This design comes from an exercise in tuning for small area on the open sky130 flow, not from production work.
In this exercise RTL edits were held to simulation tests only and were not proved equivalent to the original.
Power figures rest on the tool's default switching activity, not on a simulated workload.

$ cat design/flow/config.mk
export PLATFORM = sky130hd
export DESIGN_NAME = top
export DESIGN_NICKNAME = top
export VERILOG_FILES = /design/flow/design.v
export SDC_FILE = /design/flow/constraint.sdc
export NUM_CORES = 4
export LEC_CHECK = 0
export CAP_MARGIN = 20
export CORE_MARGIN = 2
export CORE_UTILIZATION = 45
export CTS_BUF_LIST = sky130_fd_sc_hd__clkbuf_4
export CTS_CLUSTER_DIAMETER = 40
export CTS_CLUSTER_SIZE = 8
export PLACE_DENSITY = 0.65
export SLEW_MARGIN = 20
$ cat design/flow/constraint.sdc
create_clock -name core_clock -period 10.0 [get_ports {clk}]
set_input_delay 2.0000 -clock core_clock [delete_from_list [all_inputs] [get_ports {clk}]]
set_output_delay 2.0000 -clock core_clock [all_outputs]
set_load 0.01 [all_outputs]
$ cat design/flow/design.v
`timescale 1 ns / 1 ns
module spi_slave_r
(
	input rst,
	input clk,
	input fifo_full,
	output [7:0] fifo_d,
	output fifo_w_en,
	input sclk,
	input sdin
);
	reg [1:0] sclk_edge;
	always @ (posedge clk) begin
		if(!rst)
			sclk_edge <= 2'b00;
		else
			sclk_edge <= {sclk_edge[0],sclk};
	end
	reg w_en_reg;
	reg [7:0] d_reg;
	reg [3:0] bit_index;
	reg [2:0] sta_cur;
	assign fifo_w_en = w_en_reg;
	assign fifo_d = d_reg;
	always @ (posedge clk) begin
		if(sta_cur == 3'd1 && sclk_edge == 2'b01)
			d_reg <= {d_reg[6:0],sdin};
	end
	always @ (posedge clk) begin
		if(!rst) begin
			w_en_reg <= 1'b0;
			sta_cur <= 3'd0;
		end
		else begin
			case(sta_cur)
				3'd0 : begin
					bit_index <= 4'd0;
					sta_cur <= 3'd1;
				end
				3'd1 : begin
					if(sclk_edge == 2'b01)
						sta_cur <= 3'd2;
				end
				3'd2 : begin
					bit_index <= bit_index + 4'd1;
					sta_cur <= 3'd3;
				end
				3'd3 : begin
					if(bit_index == 4'd8) begin
						if(!fifo_full)
							w_en_reg <= 1'b1;
						sta_cur <= 3'd4;
					end
					else
						sta_cur <= 3'd1;
				end
				default : begin
					w_en_reg <= 1'b0;
					sta_cur <= 3'd0;
				end
			endcase
		end
	end
endmodule
`timescale 1ns / 1ps
module depack
(
    input clk,
    input rst,
    input spi_sclk,
    input spi_din,
    input load,
    output ready,
    output [31:0] ftw_lower_1,
    output [31:0] ftw_upper_1,
    output [31:0] ftw_lower_2,
    output [31:0] ftw_upper_2,
    output [31:0] sweep_step,
    output [15:0] sweep_rate,
    output [31:0] resweep_period,
    output [2:0] mode,
    output rf_switch,
    output [7:0] tx_att,
    output [2:0] rx_ch_pwr_ctrl,
    output [7:0] rx_ch1_att,
    output [7:0] rx_ch2_att,
    output [7:0] rx_ch3_att,
    output [7:0] rx_ch1_pha,
    output [7:0] rx_ch2_pha,
    output [7:0] rx_ch3_pha,
    output [31:0] ct_period
);
    reg [3:0] sta_cur;
    wire fifo_wr_en;
    wire [7:0] fifo_din;
    reg [7:0] ring [0:63];
    reg [7:0] wbuf;
    reg wbuf_valid;
    reg [5:0] wslot;
    reg [7:0] head;
    reg head_valid;
    reg [6:0] count;
    wire fifo_full = count[6];
    wire fifo_empty = (count == 7'd0);
    wire do_wr = fifo_wr_en & ~fifo_full;
    wire do_rd = (sta_cur == 4'd3);
    wire put = wbuf_valid && (wslot[3:0] == 4'd2);
    integer m;
    always @ (posedge clk) begin
        for(m = 0; m < 64; m = m + 1) begin
            if(m % 16 == 0)
                ring[m] <= (put && (wslot[5:4] == m / 16)) ? wbuf : ring[(m + 1) % 64];
            else
                ring[m] <= ring[(m + 1) % 64];
        end
    end
    always @ (posedge clk) begin
        if(!rst)
            wslot <= 6'd0;
        else
            wslot <= wslot - {5'd0, ~do_wr};
        if(do_wr)
            wbuf <= fifo_din;
    end
    wire [5:0] oslot = wslot - count[5:0];
    wire [7:0] tap = ring[{oslot[5:2], 2'b00}];
    wire oldest_waiting = wbuf_valid && (count == 7'd1);
    wire fetch_ring = !head_valid && (count != 7'd0) && !oldest_waiting && (oslot[1:0] == 2'd0);
    wire fetch_wbuf = !head_valid && oldest_waiting;
    always @ (posedge clk) begin
        if(do_wr && fifo_empty)
            head <= fifo_din;
        else if(fetch_wbuf)
            head <= wbuf;
        else if(fetch_ring)
            head <= tap;
    end
    always @ (posedge clk) begin
        if(!rst) begin
            count <= 7'd0;
            wbuf_valid <= 1'b0;
            head_valid <= 1'b0;
        end
        else begin
            count <= count + {6'd0, do_wr} - {6'd0, do_rd};
            if(do_wr)
                wbuf_valid <= 1'b1;
            else if(put)
                wbuf_valid <= 1'b0;
            if(do_rd)
                head_valid <= 1'b0;
            else if((do_wr && fifo_empty) || fetch_wbuf || fetch_ring)
                head_valid <= 1'b1;
        end
    end
    spi_slave_r spi_slave_r_inst
    (
        .rst(rst),
        .clk(clk),
        .fifo_full(fifo_full),
        .fifo_d(fifo_din),
        .fifo_w_en(fifo_wr_en),
        .sclk(spi_sclk),
        .sdin(spi_din)
    );
    reg [7:0] win [0:41];
    wire [7:0] cmd [0:41];
    reg [5:0] byte_index;
    reg [7:0] acc_sum;
    reg ready_reg;
    assign ready = ready_reg;
    wire fill = (sta_cur == 4'd4);
    wire slide = (sta_cur == 4'd9);
    wire [7:0] fifo_byte = head;
    wire rotate = (sta_cur == 4'd7) || ((sta_cur == 4'd8) && (byte_index == 6'd41));
    integer w;
    always @ (posedge clk) begin
        if(fill || rotate) begin
            win[41] <= fill ? fifo_byte : win[0];
            for(w = 0; w < 41; w = w + 1)
                win[w] <= win[w + 1];
        end
    end
    genvar gk;
    generate
        for(gk = 0; gk < 42; gk = gk + 1) begin : g_win
            assign cmd[gk] = win[gk];
        end
    endgenerate
    reg [5:0] out28;
    reg [3:0] out29;
    reg [2:0] out30;
    reg [5:0] out34;
    reg [5:0] out35;
    reg [5:0] out36;
    wire at28 = (byte_index == 6'd28);
    wire at29 = (byte_index == 6'd29);
    wire at30 = (byte_index == 6'd30);
    wire at34 = (byte_index == 6'd34);
    wire at35 = (byte_index == 6'd35);
    wire at36 = (byte_index == 6'd36);
    always @ (posedge clk) begin
        if(!rst) begin
            out28 <= 6'd0;
            out29 <= 4'd0;
            out30 <= 3'd0;
            out34 <= 6'd0;
            out35 <= 6'd0;
            out36 <= 6'd0;
        end
        else begin
            if(at28 && fill) out28 <= fifo_byte[5:0];
            if(at28 && slide) out28 <= win[29][5:0];
            if(at29 && fill) out29 <= fifo_byte[3:0];
            if(at29 && slide) out29 <= win[30][3:0];
            if(at30 && fill) out30 <= fifo_byte[2:0];
            if(at30 && slide) out30 <= win[31][2:0];
            if(at34 && fill) out34 <= fifo_byte[5:0];
            if(at34 && slide) out34 <= win[35][5:0];
            if(at35 && fill) out35 <= fifo_byte[5:0];
            if(at35 && slide) out35 <= win[36][5:0];
            if(at36 && fill) out36 <= fifo_byte[5:0];
            if(at36 && slide) out36 <= win[37][5:0];
        end
    end
    assign ftw_lower_1 = {cmd[2],cmd[3],cmd[4],cmd[5]};
    assign ftw_upper_1 = {cmd[6],cmd[7],cmd[8],cmd[9]};
    assign ftw_lower_2 = {cmd[10],cmd[11],cmd[12],cmd[13]};
    assign ftw_upper_2 = {cmd[14],cmd[15],cmd[16],cmd[17]};
    assign sweep_step = {cmd[18],cmd[19],cmd[20],cmd[21]};
    assign sweep_rate = {cmd[22],cmd[23]};
    assign resweep_period = {cmd[24],cmd[25],cmd[26],cmd[27]};
    assign mode = out29[2:0];
    assign rf_switch = out29[3];
    assign tx_att = {2'b00, out28};
    assign rx_ch_pwr_ctrl = out30;
    assign rx_ch1_att = cmd[31];
    assign rx_ch2_att = cmd[32];
    assign rx_ch3_att = cmd[33];
    assign rx_ch1_pha = {2'b00, out34};
    assign rx_ch2_pha = {2'b00, out35};
    assign rx_ch3_pha = {2'b00, out36};
    assign ct_period = {cmd[37],cmd[38],cmd[39],cmd[40]};
    wire header_ok = (cmd[0] == 8'heb) && (cmd[1] == 8'h90);
    always @ (posedge clk) begin
        if(!rst) begin
            ready_reg <= 1'b0;
            sta_cur <= 4'd0;
        end
        else begin
            case (sta_cur)
                4'd0 : begin
                    byte_index <= 6'd0;
                    sta_cur <= 4'd1;
                end
                4'd1 : begin
                    if(!fifo_empty)
                        sta_cur <= 4'd2;
                end
                4'd2 : sta_cur <= 4'd3;
                4'd3 : sta_cur <= 4'd4;
                4'd4 : begin
                    byte_index <= byte_index + 6'd1;
                    sta_cur <= 4'd5;
                end
                4'd5 : begin
                    if(byte_index != 6'd42)
                        sta_cur <= 4'd1;
                    else begin
                        byte_index <= 6'd0;
                        acc_sum <= 8'd0;
                        if(header_ok)
                            sta_cur <= 4'd6;
                        else
                            sta_cur <= 4'd9;
                    end
                end
                4'd6 : begin
                    acc_sum <= acc_sum + cmd[0];
                    sta_cur <= 4'd7;
                end
                4'd7 : begin
                    byte_index <= byte_index + 6'd1;
                    sta_cur <= 4'd8;
                end
                4'd8 : begin
                    if(byte_index != 6'd41)
                        sta_cur <= 4'd6;
                    else if(acc_sum != cmd[0]) begin
                        byte_index <= 6'd0;
                        sta_cur <= 4'd9;
                    end
                    else
                        sta_cur <= 4'd12;
                end
                4'd9 : sta_cur <= 4'd10;
                4'd10 : begin
                    byte_index <= byte_index + 6'd1;
                    sta_cur <= 4'd11;
                end
                4'd11 : begin
                    if(byte_index != 6'd41)
                        sta_cur <= 4'd9;
                    else
                        sta_cur <= 4'd1;
                end
                4'd12 : begin
                    ready_reg <= 1'b1;
                    sta_cur <= 4'd13;
                end
                4'd13 : begin
                    if(load) begin
                        ready_reg <= 1'b0;
                        sta_cur <= 4'd0;
                    end
                end
                default : ;
            endcase
        end
    end
endmodule
`timescale 1ns / 1ps
module ad9914_ctrl
(
	input clk,
	input rst,
	input update,
	input [31 : 0] lower_limit,
	input [31 : 0] upper_limit,
	input [31 : 0] positive_step,
	input [15 : 0] positive_rate,
	input [31 : 0] resweep_period,
	output busy,
	output finish,
	output trig,
	output pre_trig,
	output osk,
	input dover,
	output io_update,
	output dctrl,
	output p_rd,
	output p_wr,
	output [7 : 0] p_addr,
	input [7 : 0] p_data_in,
	output [7 : 0] p_data_out,
	output p_data_tri_select
);
	localparam [1:0] PH_START = 2'd0;
	localparam [1:0] PH_WR = 2'd1;
	localparam [1:0] PH_IO = 2'd2;
	localparam [1:0] PH_RD = 2'd3;
	reg c_busy;
	reg [1:0] sfr_index;
	reg dctrl_reg;
	reg pre_trig_reg;
	reg fixed_freq_enable;
	reg osk_trig_enable;
	reg resweep_state;
	reg [3:0] c_sta;
	reg [31:0] resweep_period_reg;
	reg [31:0] delay_left;     
	reg r_busy;
	reg [1:0] ph;             
	reg [1:0] k;              
	reg [4:0] c;              
	reg r_res;
	reg r_mismatch;
	reg [5:0] p_addr_reg;
	reg p_wr_cmd;             
	reg tri_reg;
	assign busy = c_busy;
	assign finish = ~c_busy;
	assign dctrl = dctrl_reg;
	assign pre_trig = pre_trig_reg;
	assign io_update = (ph == PH_IO) && (c <= 5'd2);
	assign p_rd = ~rd_low;
	assign p_wr = ~wr_low;
	assign p_addr = {2'b00, p_addr_reg};
	assign p_data_out = reg_byte;
	assign p_data_tri_select = tri_reg;
	reg [3:0] base;
	always @ (*) begin
		case(c_sta)
			4'd5 : base = 4'd3;
			4'd7 : base = 4'd4;
			4'd9 : base = 4'd5;
			4'd11 : base = 4'd6;
			4'd13 : base = 4'd8;
			4'd15 : base = 4'd12;
			4'd8 : base = 4'd1;
			default : base = {2'b00, sfr_index - 2'd1};
		endcase
	end
	wire [3:0] out_reg = p_addr_reg[5:2];
	wire [1:0] out_byte = p_wr_cmd ? 2'd3 : p_addr_reg[1:0];
	reg [31:0] reg_value;
	always @ (*) begin
		case(out_reg)
			4'd0 : reg_value = 32'h00_01_03_00;
			4'd1 : reg_value = dctrl_reg ? 32'h00_0c_29_00 : 32'h00_04_29_00;
			4'd2 : reg_value = 32'h00_00_19_1c;
			4'd3 : reg_value = 32'h00_05_31_20;
			4'd4 : reg_value = lower_limit;
			4'd5 : reg_value = upper_limit;
			4'd6 : reg_value = positive_step;
			4'd8 : reg_value = {16'd0, positive_rate};
			default : reg_value = 32'h0f_ff_00_00;
		endcase
	end
	wire [7:0] reg_byte = reg_value[{out_byte, 3'b000} +: 8];
	wire [7:0] amp_byte = (p_addr_reg[1:0] == 2'd3) ? 8'h0f :
	                      (p_addr_reg[1:0] == 2'd2) ? 8'hff : 8'h00;
	wire period_over = (&delay_left) & ~(&resweep_period_reg);
	wire pre_trig_start = (delay_left == 32'd39) & (resweep_period_reg != 32'd39);
	wire c_start = !r_busy && ((c_sta == 4'd3) || (c_sta == 4'd5) || (c_sta == 4'd7) ||
	                           (c_sta == 4'd9) || (c_sta == 4'd11) || (c_sta == 4'd13) ||
	                           (c_sta == 4'd6));
	always @ (posedge clk) begin
		if(!rst) begin
			c_busy <= 1'b0;
			dctrl_reg <= 1'b0;
			pre_trig_reg <= 1'b0;
			fixed_freq_enable <= 1'b0;
			osk_trig_enable <= 1'b0;
			resweep_state <= 1'b0;
			c_sta <= 4'd0;
		end
		else case(c_sta)
			4'd0 : begin
				dctrl_reg <= 1'b0;
				pre_trig_reg <= 1'b0;
				osk_trig_enable <= 1'b0;
				resweep_state <= 1'b0;
				sfr_index <= 2'd0;
				c_sta <= 4'd1;
			end
			4'd1 : begin
				if(update) begin
					resweep_period_reg <= resweep_period;
					c_busy <= 1'b1;
					fixed_freq_enable <= (positive_step == 32'd0);
					c_sta <= 4'd3;
				end
			end
			4'd3 : begin
				if(!r_busy) begin
					sfr_index <= sfr_index + 2'd1;
					if(sfr_index == 2'd3)
						c_sta <= 4'd5;
				end
			end
			4'd5 : if(!r_busy) c_sta <= 4'd7;
			4'd7 : if(!r_busy) c_sta <= 4'd9;
			4'd9 : if(!r_busy) c_sta <= 4'd11;
			4'd11 : if(!r_busy) c_sta <= 4'd13;
			4'd13 : if(!r_busy) c_sta <= 4'd15;
			4'd15 : begin
				if(!r_busy && !r_res) begin
					osk_trig_enable <= 1'b1;
					c_sta <= 4'd6;
				end
			end
			4'd6 : begin
				pre_trig_reg <= 1'b0;
				if(!r_busy) begin
					dctrl_reg <= 1'b1;
					c_sta <= 4'd8;
				end
			end
			4'd8 : begin
				if(!r_busy) begin
					c_busy <= 1'b0;
					dctrl_reg <= 1'b0;
					c_sta <= 4'd10;
				end
			end
			4'd10 : begin
				if(update)
					c_sta <= 4'd0;
				else if(period_over && (!fixed_freq_enable)) begin
					resweep_state <= 1'b1;
					c_sta <= 4'd6;
				end
				else if(pre_trig_start)
					pre_trig_reg <= 1'b1;
			end
			default : ;
		endcase
	end
	always @ (posedge clk) begin
		if((c_sta == 4'd8) && !r_busy)
			delay_left <= resweep_period_reg;
		else
			delay_left <= delay_left - 32'd1;
	end
	wire wr_low = (ph == PH_WR) && (c >= 5'd2) && (c <= 5'd5);
	wire rd_low = (ph == PH_RD) && (c >= 5'd2) && (c <= 5'd8);
	wire sample = (ph == PH_RD) && (c == 5'd7);
	wire set_addr = ph[0] && (c == 5'd0);
	wire set_rd = (ph == PH_RD);
	wire [1:0] byte_k = k;
	wire r_last = (ph == PH_RD) && (k == 2'd3) && (c == 5'd16);
	always @ (posedge clk) begin
		if(!rst)
			r_busy <= 1'b0;
		else if(c_start)
			r_busy <= 1'b1;
		else if(r_last)
			r_busy <= 1'b0;
	end
	always @ (posedge clk) begin
		if(!r_busy) begin
			ph <= PH_START;
			k <= 2'd0;
			c <= 5'd0;
		end
		else begin
			c <= c + 5'd1;
			case(ph)
				PH_START : begin
					if(c == 5'd1) begin
						ph <= PH_WR;
						c <= 5'd0;
					end
				end
				PH_WR : begin
					if(c == 5'd9) begin
						c <= 5'd0;
						k <= k + 2'd1;
						if(k == 2'd3)
							ph <= PH_IO;
					end
				end
				PH_IO : begin
					if(c == 5'd3) begin
						ph <= PH_RD;
						c <= 5'd0;
					end
				end
				default : begin
					if(c == 5'd16) begin
						c <= 5'd0;
						k <= k + 2'd1;
						if(k == 2'd3)
							ph <= PH_START;
					end
				end
			endcase
		end
	end
	always @ (posedge clk) begin
		if(!r_busy)
			r_mismatch <= 1'b0;
		else if(sample && (p_data_in != amp_byte))
			r_mismatch <= 1'b1;
	end
	always @ (posedge clk) begin
		if(r_last)
			r_res <= r_mismatch;
	end
	always @ (posedge clk) begin
		if(!rst) begin
			p_addr_reg <= 6'd0;
			p_wr_cmd <= 1'b0;
			tri_reg <= 1'b0;
		end
		else begin
			if(set_addr) begin
				p_addr_reg <= {base, byte_k};
				p_wr_cmd <= set_rd;
			end
			tri_reg <= p_wr_cmd;
		end
	end
	reg initsweep_osk_trig_enable;
	reg [2:0] initsweep_delay_count;
	reg [2:0] initsweep_sta;
	always @ (posedge clk) begin
		if(!rst) begin
			initsweep_osk_trig_enable <= 1'b0;
			initsweep_sta <= 3'd0;
		end
		else case (initsweep_sta)
			3'd0 : begin
				if(update) begin
					initsweep_osk_trig_enable <= 1'b0;
					initsweep_delay_count <= 3'd0;
					initsweep_sta <= 3'd1;
				end
			end
			3'd1 : begin
				initsweep_delay_count <= initsweep_delay_count + 3'd1;
				if(initsweep_delay_count == 3'd5)
					initsweep_sta <= 3'd2;
			end
			3'd2 : begin
				if(osk_trig_enable)
					initsweep_sta <= 3'd3;
			end
			3'd3 : begin
				if(io_update) begin
					initsweep_delay_count <= 3'd0;
					initsweep_sta <= 3'd4;
				end
			end
			3'd4 : begin
				initsweep_delay_count <= initsweep_delay_count + 3'd1;
				if(initsweep_delay_count == 3'd5) begin
					initsweep_osk_trig_enable <= 1'b1;
					initsweep_sta <= 3'd0;
				end
			end
			default : ;
		endcase
	end
	assign osk = ((resweep_state | initsweep_osk_trig_enable) & ~dover) | fixed_freq_enable;
	assign trig = osk;
endmodule
`timescale 1ns / 1ps
module ds3502
(
    input clk,
    input rst,
    input load,
    input [7:0] reg_var,
    output reg scl,
    input sda_i,
    output reg sda_o,
    output reg sda_io_ctrl 
);
    localparam [2:0] S_IDLE  = 3'd0;
    localparam [2:0] S_START = 3'd1;    
    localparam [2:0] S_BIT   = 3'd2;    
    localparam [2:0] S_BITW  = 3'd3;    
    localparam [2:0] S_ACK   = 3'd4;    
    localparam [2:0] S_ACKH  = 3'd5;    
    localparam [2:0] S_STOP  = 3'd6;    
    reg [7:0] reg_var_temp;
    reg [2:0] step;
    reg [1:0] phase;         
    reg [1:0] byte_no;       
    reg [3:0] bit_temp;
    reg [11:0] delay_count;
    wire q = (delay_count == 12'hb79);
    wire h = (delay_count == 12'h9a3);
    wire [11:0] delay_inc = {delay_count[10:0],
        delay_count[11] ^ delay_count[10] ^ delay_count[9] ^ delay_count[3]};
    wire long_low = (byte_no != 2'd0) && (phase == 2'd1);
    wire done = long_low ? h : q;
    wire addr_bit = (bit_temp == 4'd1) || (bit_temp == 4'd3);
    wire var_bit = reg_var_temp[3'd7 - bit_temp[2:0]];
    wire bit_val = (byte_no == 2'd0) ? addr_bit :
                   (byte_no == 2'd1) ? 1'b0 : var_bit;
    always @ (posedge clk) begin
        if(step == S_IDLE) begin
            if(load)
                reg_var_temp <= reg_var;
        end
    end
    always @ (posedge clk) begin
        delay_count <= delay_inc;
        if(!rst) begin
            sda_io_ctrl <= 1'b0;
            scl <= 1'b1;
            sda_o <= 1'b1;
            step <= S_IDLE;
        end
        else begin
            case(step)
                S_IDLE : begin
                    if(load) begin
                        step <= S_START;
                        phase <= 2'd3;
                        byte_no <= 2'd0;
                        bit_temp <= 4'd0;
                    end
                end
                S_START : begin
                    if(phase == 2'd3) begin
                        sda_o <= 1'b0;
                        phase <= 2'd0;
                        delay_count <= 12'd1;
                    end
                    else begin
                        if(q) begin
                            delay_count <= 12'd1;
                            if(phase == 2'd0) begin
                                scl <= 1'b0;
                                phase <= 2'd1;
                            end
                            else
                                step <= S_BIT;
                        end
                    end
                end
                S_BIT : begin
                    sda_o <= bit_val;
                    bit_temp <= bit_temp + 4'd1;
                    delay_count <= 12'd1;
                    phase <= 2'd0;
                    step <= S_BITW;
                end
                S_BITW : begin
                    if(done) begin
                        delay_count <= 12'd1;
                        case(phase)
                            2'd0 : begin
                                scl <= 1'b1;
                                phase <= 2'd1;
                            end
                            2'd1 : begin
                                scl <= 1'b0;
                                phase <= 2'd2;
                            end
                            default : begin
                                if(bit_temp == 4'd8) begin
                                    sda_io_ctrl <= 1'b1;
                                    step <= S_ACK;
                                end
                                else
                                    step <= S_BIT;
                            end
                        endcase
                    end
                end
                S_ACK : begin
                    if(sda_i == 1'b0)
                        step <= S_ACKH;
                    else
                        step <= S_STOP;
                    phase <= 2'd3;
                end
                S_ACKH : begin
                    if(phase == 2'd3) begin
                        scl <= 1'b1;
                        delay_count <= 12'd1;
                        phase <= 2'd0;
                    end
                    else begin
                        if(q) begin
                            delay_count <= 12'd1;
                            if(phase == 2'd0) begin
                                scl <= 1'b0;
                                sda_io_ctrl <= 1'b0;
                                phase <= 2'd1;
                            end
                            else begin
                                bit_temp <= 4'd0;
                                byte_no <= byte_no + 2'd1;
                                if(byte_no == 2'd2)
                                    step <= S_STOP;
                                else
                                    step <= S_BIT;
                                phase <= 2'd3;
                            end
                        end
                    end
                end
                S_STOP : begin
                    if(phase == 2'd3) begin
                        sda_io_ctrl <= 1'b0;
                        sda_o <= 1'b0;
                        delay_count <= 12'd1;
                        phase <= 2'd0;
                    end
                    else begin
                        if(q) begin
                            delay_count <= 12'd1;
                            if(phase == 2'd0) begin
                                scl <= 1'b1;
                                phase <= 2'd1;
                            end
                            else begin
                                sda_o <= 1'b1;
                                step <= S_IDLE;
                            end
                        end
                    end
                end
                default : ;
            endcase
        end
    end
endmodule
`timescale 1ns / 1ps
module work_flow
(
    input clk,
    input rst,
    input [31:0] ct_period,
    input [1:0] tv_mode,
    input ad9914_update_1,
    input ad9914_update_2,
    input ad9914_osk_2_temp,
    input ad9914_trig_1,
    input ad9914_pre_trig_1,
    input [2:0] rx_ch_pwr_ctrl,
    output ad9914_osk_2,
    output tr,
    output tr_pwr,
    output lo,
    output tv,
    output [2:0] rx_ch_ctrl
);
    reg [1:0] ad9914_update_1_edge;
    reg [1:0] ad9914_update_2_edge;
    reg [1:0] ad9914_trig_1_edge;
    reg [1:0] ad9914_pre_trig_1_edge;
    always @ (posedge clk) begin
        if(!rst) begin
            ad9914_update_1_edge <= 2'b00;
            ad9914_update_2_edge <= 2'b00;
            ad9914_trig_1_edge <= 2'b00;
            ad9914_pre_trig_1_edge <= 2'b00;
        end
        else begin
            ad9914_update_1_edge <= {ad9914_update_1_edge[0],ad9914_update_1};
            ad9914_update_2_edge <= {ad9914_update_2_edge[0],ad9914_update_2};
            ad9914_trig_1_edge <= {ad9914_trig_1_edge[0],ad9914_trig_1};
            ad9914_pre_trig_1_edge <= {ad9914_pre_trig_1_edge[0],ad9914_pre_trig_1};
        end
    end
    wire update_1_rise = (ad9914_update_1_edge == 2'b01);
    wire update_2_rise = (ad9914_update_2_edge == 2'b01);
    wire pre_trig_1_rise = (ad9914_pre_trig_1_edge == 2'b01);
    wire trig_1_fall = (ad9914_trig_1_edge == 2'b10);
    reg ct_enable;
    reg [31:0] ct_left;
    reg ct_forever;
    wire ct_over = (&ct_left) & ~ct_forever;
    always @ (posedge clk) begin
        if(!rst)
            ct_enable <= 1'b0;
        else if(update_2_rise)
            ct_enable <= 1'b1;
        else if(ct_over)
            ct_enable <= 1'b0;
    end
    always @ (posedge clk) begin
        if(update_2_rise) begin
            ct_left <= ct_period;
            ct_forever <= &ct_period;
        end
        else
            ct_left <= ct_left - 32'd1;
    end
    reg [3:0] tv_sw_count;
    reg tv_sw;
    reg tv_sw_enable;
    reg tr_sw;
    always @ (posedge clk) begin
        if(!rst) begin
            tv_sw_count <= 4'd0;
            tv_sw <= 1'b1;
            tv_sw_enable <= 1'b0;
            tr_sw <= 1'b0;
        end
        else if(update_1_rise) begin
            tv_sw_count <= 4'd0;
            tv_sw <= 1'b1;
            tv_sw_enable <= 1'b1;
        end
        else if(pre_trig_1_rise) begin
            tv_sw_count <= 4'd0;
            tv_sw_enable <= 1'b1;
        end
        else if(tv_sw_count > 4'd10) begin
            if(tv_mode == 2'b11)
                tv_sw <= ~tv_sw;
            else
                tv_sw <= 1'b0;
            tv_sw_enable <= 1'b0;
            tv_sw_count <= 4'd0;
            tr_sw <= ct_enable;
        end
        else if(tv_sw_enable) begin
            tv_sw_count <= tv_sw_count + 4'd1;
        end
    end
    reg [4:0] tr_pwr_off_count;
    reg tr_pwr_on;
    reg tr_pwr_enable;
    always @ (posedge clk) begin
        if(!rst) begin
            tr_pwr_off_count <= 5'd0;
            tr_pwr_on <= 1'b0;
            tr_pwr_enable <= 1'b0;
        end
        else if(update_1_rise || pre_trig_1_rise) begin
            tr_pwr_off_count <= 5'd0;
            tr_pwr_on <= 1'b0;
            tr_pwr_enable <= 1'b1;
        end
        else if(trig_1_fall) begin
            tr_pwr_on <= 1'b0;
            tr_pwr_enable <= 1'b0;
            tr_pwr_off_count <= 5'd0;
        end
        else if(tr_pwr_off_count > 5'd20) begin
            tr_pwr_on <= 1'b1;
            tr_pwr_enable <= 1'b0;
        end
        else if(tr_pwr_enable) begin
            tr_pwr_off_count <= tr_pwr_off_count + 5'd1;
        end
    end
    assign tv = tv_sw;
    assign tr_pwr = tr_pwr_on;
    assign tr = tr_sw;
    assign lo = tr;
    assign ad9914_osk_2 = ct_enable & ad9914_osk_2_temp;
    assign rx_ch_ctrl = ct_enable ? ~rx_ch_pwr_ctrl : 3'b111;
endmodule
`timescale 1ns / 1ps
module top
(
    input clk,
    input rst_n,
    input spi_sclk,
    input spi_din,
    output tr_pwr_p,
    output tr_pwr_n,
    output tr,
    output lo,
    output t_bite,
    output [5:0] tx_att,
    output tv,
    output [2:0] rx_ch_pwr_ctrl,
    output [2:0] rx_ch_ctrl,
    output [2:0] scl,
    input [2:0] sda_i,
    output [2:0] sda_o,
    output [2:0] sda_t,
    output [2:0] a0,
    output [2:0] a1,
    output [5:0] rx_ch1_pha,
    output [5:0] rx_ch2_pha,
    output [5:0] rx_ch3_pha,
    output trig,
    output osk_1,
    input dover_1,
    output dhold_1,
    output io_update_1,
    output master_reset_1,
    output dctrl_1,
    output [2 : 0] profile_select_1,
    output [3 : 0] function_select_1,
    output p_pwd_1,
    output p_rd_1,
    output p_wr_1,
    output [7 : 0] p_addr_1,
    input [7 : 0] p_data_in_1,
    output [7 : 0] p_data_out_1,
    output p_data_t_1,
    output osk_2,
    input dover_2,
    output dhold_2,
    output io_update_2,
    output master_reset_2,
    output dctrl_2,
    output [2 : 0] profile_select_2,
    output [3 : 0] function_select_2,
    output p_pwd_2,
    output p_rd_2,
    output p_wr_2,
    output [7 : 0] p_addr_2,
    input [7 : 0] p_data_in_2,
    output [7 : 0] p_data_out_2,
    output p_data_t_2
);
    wire rst = rst_n;
    wire depack_load;
    wire depack_ready;
    wire [31:0] depack_ftw_lower_1;
    wire [31:0] depack_ftw_upper_1;
    wire [31:0] depack_ftw_lower_2;
    wire [31:0] depack_ftw_upper_2;
    wire [31:0] depack_sweep_step;
    wire [15:0] depack_sweep_rate;
    wire [31:0] depack_resweep_period;
    wire [2:0] depack_mode;
    wire depack_rf_switch;
    wire [7:0] depack_tx_att;
    wire [2:0] depack_rx_ch_pwr_ctrl;
    wire [7:0] depack_rx_ch1_att;
    wire [7:0] depack_rx_ch2_att;
    wire [7:0] depack_rx_ch3_att;
    wire [7:0] depack_rx_ch1_pha;
    wire [7:0] depack_rx_ch2_pha;
    wire [7:0] depack_rx_ch3_pha;
    wire [31:0] depack_ct_period;
    depack depack_inst
    (
        .clk(clk),
        .rst(rst),
        .spi_sclk(spi_sclk),
        .spi_din(spi_din),
        .load(depack_load),
        .ready(depack_ready),
        .ftw_lower_1(depack_ftw_lower_1),
        .ftw_upper_1(depack_ftw_upper_1),
        .ftw_lower_2(depack_ftw_lower_2),
        .ftw_upper_2(depack_ftw_upper_2),
        .sweep_step(depack_sweep_step),
        .sweep_rate(depack_sweep_rate),
        .resweep_period(depack_resweep_period),
        .mode(depack_mode),
        .rf_switch(depack_rf_switch),
        .tx_att(depack_tx_att),
        .rx_ch_pwr_ctrl(depack_rx_ch_pwr_ctrl),
        .rx_ch1_att(depack_rx_ch1_att),
        .rx_ch2_att(depack_rx_ch2_att),
        .rx_ch3_att(depack_rx_ch3_att),
        .rx_ch1_pha(depack_rx_ch1_pha),
        .rx_ch2_pha(depack_rx_ch2_pha),
        .rx_ch3_pha(depack_rx_ch3_pha),
        .ct_period(depack_ct_period)
    );
    assign tx_att = depack_tx_att[5:0];
    assign rx_ch_pwr_ctrl = depack_rx_ch_pwr_ctrl;
    assign rx_ch1_pha = depack_rx_ch1_pha[5:0];
    assign rx_ch2_pha = depack_rx_ch2_pha[5:0];
    assign rx_ch3_pha = depack_rx_ch3_pha[5:0];
    assign a0 = 3'b000;
    assign a1 = 3'b000;
    ds3502 ds3502_inst_0
    (
        .clk(clk), .rst(rst), .load(depack_ready), .reg_var(depack_rx_ch1_att),
        .scl(scl[0]), .sda_i(sda_i[0]), .sda_o(sda_o[0]), .sda_io_ctrl(sda_t[0])
    );
    ds3502 ds3502_inst_1
    (
        .clk(clk), .rst(rst), .load(depack_ready), .reg_var(depack_rx_ch2_att),
        .scl(scl[1]), .sda_i(sda_i[1]), .sda_o(sda_o[1]), .sda_io_ctrl(sda_t[1])
    );
    ds3502 ds3502_inst_2
    (
        .clk(clk), .rst(rst), .load(depack_ready), .reg_var(depack_rx_ch3_att),
        .scl(scl[2]), .sda_i(sda_i[2]), .sda_o(sda_o[2]), .sda_io_ctrl(sda_t[2])
    );
    reg ad9914_update_1_reg;
    reg ad9914_update_2_reg;
    wire ad9914_busy_1;
    wire ad9914_finish_1;
    wire ad9914_trig_1;
    wire ad9914_pre_trig_1;
    assign dhold_1 = 1'b0;
    assign master_reset_1 = 1'b0;
    assign profile_select_1 = 3'b000;
    assign function_select_1 = 4'b0000;
    assign p_pwd_1 = 1'b0;
    ad9914_ctrl ad9914_ctrl_inst1
    (
        .clk(clk),
        .rst(rst),
        .update(ad9914_update_1_reg),
        .lower_limit(depack_ftw_lower_1),
        .upper_limit(depack_ftw_upper_1),
        .positive_step(depack_sweep_step),
        .positive_rate(depack_sweep_rate),
        .resweep_period(depack_resweep_period),
        .busy(ad9914_busy_1),
        .finish(ad9914_finish_1),
        .trig(ad9914_trig_1),
        .pre_trig(ad9914_pre_trig_1),
        .osk(osk_1),
        .dover(dover_1),
        .io_update(io_update_1),
        .dctrl(dctrl_1),
        .p_rd(p_rd_1),
        .p_wr(p_wr_1),
        .p_addr(p_addr_1),
        .p_data_in(p_data_in_1),
        .p_data_out(p_data_out_1),
        .p_data_tri_select(p_data_t_1)
    );
    wire ad9914_busy_2;
    wire ad9914_finish_2;
    wire osk_2_temp;
    assign dhold_2 = 1'b0;
    assign master_reset_2 = 1'b0;
    assign profile_select_2 = 3'b000;
    assign function_select_2 = 4'b0000;
    assign p_pwd_2 = 1'b0;
    ad9914_ctrl ad9914_ctrl_inst2
    (
        .clk(clk),
        .rst(rst),
        .update(ad9914_update_2_reg),
        .lower_limit(depack_ftw_lower_2),
        .upper_limit(depack_ftw_upper_2),
        .positive_step(depack_sweep_step),
        .positive_rate(depack_sweep_rate),
        .resweep_period(depack_resweep_period),
        .busy(ad9914_busy_2),
        .finish(ad9914_finish_2),
        .trig(),
        .pre_trig(),
        .osk(osk_2_temp),
        .dover(dover_2),
        .io_update(io_update_2),
        .dctrl(dctrl_2),
        .p_rd(p_rd_2),
        .p_wr(p_wr_2),
        .p_addr(p_addr_2),
        .p_data_in(p_data_in_2),
        .p_data_out(p_data_out_2),
        .p_data_tri_select(p_data_t_2)
    );
    wire tr_pwr;
    work_flow work_flow_inst
    (
        .clk(clk),
        .rst(rst),
        .ct_period(depack_ct_period),
        .tv_mode(depack_mode[1:0]),
        .ad9914_update_1(ad9914_update_1_reg),
        .ad9914_update_2(ad9914_update_2_reg),
        .ad9914_osk_2_temp(osk_2_temp),
        .ad9914_trig_1(ad9914_trig_1),
        .ad9914_pre_trig_1(ad9914_pre_trig_1),
        .rx_ch_pwr_ctrl(depack_rx_ch_pwr_ctrl),
        .ad9914_osk_2(osk_2),
        .tr(tr),
        .tr_pwr(tr_pwr),
        .lo(lo),
        .tv(tv),
        .rx_ch_ctrl(rx_ch_ctrl)
    );
    assign tr_pwr_p = tr_pwr & depack_rf_switch;
    assign tr_pwr_n = ~tr_pwr_p;
    assign t_bite = ~tr;
    assign trig = ad9914_trig_1;
    reg depack_load_reg;
    assign depack_load = depack_load_reg;
    reg [2:0] main_proc_sta;
    always @ (posedge clk) begin
        if(!rst) begin
            depack_load_reg <= 1'b0;
            ad9914_update_1_reg <= 1'b0;
            ad9914_update_2_reg <= 1'b0;
            main_proc_sta <= 3'd0;
        end
        else begin
            case (main_proc_sta)
                3'd0 : begin
                    if(depack_ready)
                        main_proc_sta <= 3'd1;
                end
                3'd1 : begin
                    if(ad9914_finish_1 && ad9914_finish_2)
                        main_proc_sta <= 3'd2;
                end
                3'd2 : begin
                    ad9914_update_1_reg <= 1'b1;
                    if(depack_mode[2] == 1'b1)
                        ad9914_update_2_reg <= 1'b1;
                    main_proc_sta <= 3'd3;
                end
                3'd3 : begin
                    if(ad9914_busy_1 && (ad9914_busy_2 || (~depack_mode[2]))) begin
                        ad9914_update_1_reg <= 1'b0;
                        ad9914_update_2_reg <= 1'b0;
                        main_proc_sta <= 3'd4;
                    end
                end
                3'd4 : begin
                    if(ad9914_finish_1 && ad9914_finish_2)
                        main_proc_sta <= 3'd5;
                end
                3'd5 : begin
                    depack_load_reg <= 1'b1;
                    main_proc_sta <= 3'd6;
                end
                3'd6 : begin
                    if(!depack_ready) begin
                        depack_load_reg <= 1'b0;
                        main_proc_sta <= 3'd0;
                    end
                end
                default : ;
            endcase
        end
    end
endmodule
$ cat design/flow/flow/run.sh
#!/bin/bash
# The standard layout (standard.sh), with two ORFS arguments changed:
#  - clock tree synthesis adds no dummy loads for balancing
#  - the buffers put on the input and output ports are buf_1 cells
# The full make output is in standard.log.
set -o pipefail
export CTS_ARGS="-sink_clustering_enable -repair_clock_nets -sink_clustering_size 8 -sink_clustering_max_diameter 40 -buf_list sky130_fd_sc_hd__clkbuf_4 -dont_use_dummy_load"
export BUFFER_PORTS_ARGS="-buffer_cell sky130_fd_sc_hd__buf_1"
bash standard.sh > standard.log 2>&1
$ cat design/flow/standard.sh
#!/bin/bash
# synth_recipe.tcl (not shown) runs the flow's synth.tcl, then flattens the netlist and writes it again
# the make line also repeats each setting of config.mk as NAME=value (left out here)
make -C /OpenROAD-flow-scripts/flow DESIGN_CONFIG=/design/flow/config.mk WORK_HOME=/design/flow/orfs CLKGATE_MAP_FILE= SYNTH_SCRIPT=/design/flow/synth_recipe.tcl "${@:-finish}"
==> flow_summary.toml <==
[outcome]
outcome = "finished clean"

[power]
ir_worst_vdd_uv = 152
p_per_area_mw_per_mm2 = 214
power_switching_share_pct = 30.6
netSwitchingPower_mw = 3.35
comb_power_share_pct = 17.8
internal_power_mw = 7.60
leakage_nw = 17.7
pwr-share-clk_pct = 23.5
seqPwrFrac_pct = 58.7

[cells_and_area]
top_regs = "depack_inst.ring x512, depack_inst.win x336"
multiInputGateArea_mm2 = 0.0153
regArea_mm2 = 0.0314
largest_reg_flops = 512
finalNetCount = 4343
syn_to_final_growth_pct = 6.46
fillers = 9406
regMostFlops = "depack_inst.ring"
stdcell_count = 5618
drive_gt1_share_pct = 7.93

[routing]
drc = 0
drt_wl_total_um = 109000
routed_via_density = 5.60
wl_met1_um = 51600
met3_length_um = 8170
drt_pass1_iterations = 9
drtIter0Drc = 3403
wl_per_cell_um = 19.5
vias = 31477
routed.top_layer = "met4"
ant_nets = 0
met2_length_um = 47000

[timing]
final.setup_skew_ns = 0.171
hold_violations = 0
worstMarginPinSlew_ns = 1.10
hold_ws_ns = 0.270
maxSlewViolCount = 0
setup_viol = 0
timing.fmax_mhz = 166
relSlewSlack_pct = 26.5
finalCriticalPeriod_ns = 6.02
min_period_over_period_pct = 60.2
rsz0062_at_grt = "false"
fin_setup_tns_ns = 0

[cts]
postCtsHoldBufs = 0
cts_tree = "built"
clkLatencyLatePin_ns = 1.13
clockBufferDepth = 3
clock-root-buffer = "clkbuf_4"
clock_sinks = 1316
htreeDepth = 4
cts.repair.resized = 0
cts_setup_buffers = 0
numCtsBuffers = 200
clk_pin_slew_ns = 0.09

[critical_path]
crit_chain = "nor2b_1 -> and3_1 -> a221oi_1 -> o21ai_0 -> o22ai_1 -> o32ai_1 -> buf_1"
critical_path.n_buffers_inverters = 1
cp.arrival_ns = 4.02
slowest_stage = "and3_1"
critPathRequiredTime_ns = 8.00
startpoint_type = "flop"
r2r_cells = 5
path_class = "flop to output pin"
crit_fanout = 29
crit_path_end_kind = "output pin"
crit_family = "simple AND/OR/NAND/NOR gates"
cpPeakStageDelay_ns = 0.93
crit_cells = 7

[synth]
seq_area_frac_synth_pct = 65.4
ys_seq_elements = 1316
synthCells = 4085
synth_common_cells = "813 x dfxtp_1, 503 x edfxtp_1, 331 x nor2_1"
syn_area_mm2 = 0.0480
ys_warn_count = 8
synth_cell_types = 91
yosysMostFrequentCell = "dfxtp_1"
synth-edff-count = 503
netlist.area_leader.share_pct = 33.9
ys_async_sr_fraction_pct = 0
syn_avg_cell_area_um2 = 11.7
synth_top_area_cell = "dfxtp_1"
synth_area_leaders = "dfxtp_1 34%, edfxtp_1 31%, nor2_1 2.6%"
ys_dominant_reg_cell = "dfxtp_1"

[floorplanning]
dieWidth_um = 330
coreArea_mm2 = 0.106
initial_core_util_pct = 45.4
die_area_mm2 = 0.109
die_h_um = 330
rows = 119
ios = 141

[grt]
grt_max_degree = 198
first_global_vias = 29406
overflow = 0
grt_use_total_pct = 19.8
antenna_found_initial = 3
grt_first_pass_wirelength_um = 169000

[hold_path]
hold_depth = 0
hp-class = "flop to flop"

[placement]
io_buffers = 110
place.gp.congestion = 0.909
dp.cells = 5412
dp_hpwl_um = 73100

[flow_run]
cap_viol_max_count = 0
==> worst reg2reg max path, delay by kind of cell, from the launching register on <==
family	cells	cell delay [ns]
compound gates	1	0.86
buf+inv	2	1.44
flops	1	0.50
simple gates	2	0.61
==> layout make-up <==
class	count	share of cell area, %
diodes	5	0.0245
clock buffers	200	2.94
inverters	121	0.894
multi-input cells	2443	29.9
flip-flops and latches	1316	61.5
well taps	1391	3.41
repair buffers	142	1.35
==> through the flow <==
stage	power, mW	area (um^2)	utilization (%)	worst slack, ns
floorplan	7.79	48100	-	3.10
global placement	8.41	49500	46.9	5.30
detailed placement	8.45	49500	46.9	5.18
CTS	11.0	51000	48.3	3.95
global route	11.5	51100	48.4	3.79
finish	10.9	51100	48.4	3.98
==> metal layers <==
layer | GRT usage [%] | up-vias
li1 | - | 15028
met1 | 29.5 | 15132
met2 | 28.5 | 1156
met3 | 4.22 | 161
met4 | 6.59 | 0
met5 | 0 | -
==> cells by family after synthesis <==
kind of cell | count (synthesis) | synth area share, %
buffers and inverters | 355 | 3.14
adder cells (fa/ha/maj) | 94 | 2.50
multiplexers | 80 | 1.94
flip-flops | 1316 | 65.4
other | 1 | 0.00782
AND/OR/NAND/NOR | 1258 | 13.0
XOR/XNOR | 145 | 2.65
AO/OA/AOI/OAI | 836 | 11.4
==> final timing paths <==
check / from / endpoint / slack [ns]
worst max-delay path: ad9914_ctrl_inst1.p_addr_reg[4]$_SDFFE_PN0P_ / p_data_out_1[0] / 3.98
worst min-delay path: depack_inst.ring[5][5]$_DFF_P_ / depack_inst.ring[4][5]$_DFF_P_ / 0.27
worst max register to register: depack_inst.byte_index[2]$_SDFFCE_PP0P_ / depack_inst.win[22][6]$_DFFE_PP_ / 5.88
worst min register to register: depack_inst.ring[5][5]$_DFF_P_ / depack_inst.ring[4][5]$_DFF_P_ / 0.27
==> cells in the final DEF, fill, tap and decap left out, types with 31 or more instances in the layout <==
cell      instances
dfxtp_1         813
nand2_1         313
ha_1             91
nand4_1          77
nand3_1         103
clkbuf_4        200
and2_1           40
a22oi_1          48
mux2_2           44
o21ai_0         204
buf_1           109
a21oi_1         202
nor3_1           82
nor4_1           54
edfxtp_1        503
and3_1           31
nor2b_1          56
xnor2_1          92
inv_1           118
a211oi_1         40
xor2_1           50
o22ai_1          40
nor2_1          329
nand2b_1         32
==> power groups by stage <==
| stage | registers, mW | clock network (mW) | logic, mW |
|---|---|---|---|
| finish | 6.43 | 2.57 | 1.95 |
| global route | 6.49 | 2.88 | 2.13 |
| CTS | 6.42 | 2.68 | 1.92 |
| detailed placement | 6.54 | 0 | 1.91 |
| global placement | 6.54 | 0 | 1.87 |
| floorplan | 6.32 | 0 | 1.47 |

## re-timing with driven ports
The flow's constraints put no driver on any port. The routed layout listed below was extracted and timed again, unchanged, in two steps.
Step 1 assumes that a clkbuf_16 drives the clock port and a buf_2 every other input.
Step 2, shift: input delay + t, output delay - t, t = (earliest + latest rising clock arrival at the registers) / 2. This alone moves slack from input paths to output paths.
Slacks: ideal / step 1 / step 2; pairs: ideal / step 1.
t (ns): 1.112
slack for setup (ns): 3.984 / 3.917 / 5.029
worst setup path after step 2: register to output
After both steps setup and hold are still met in this run. For this run, drivers alone change the setup slack by -0.067 ns; drivers and shift together by +1.045 ns.
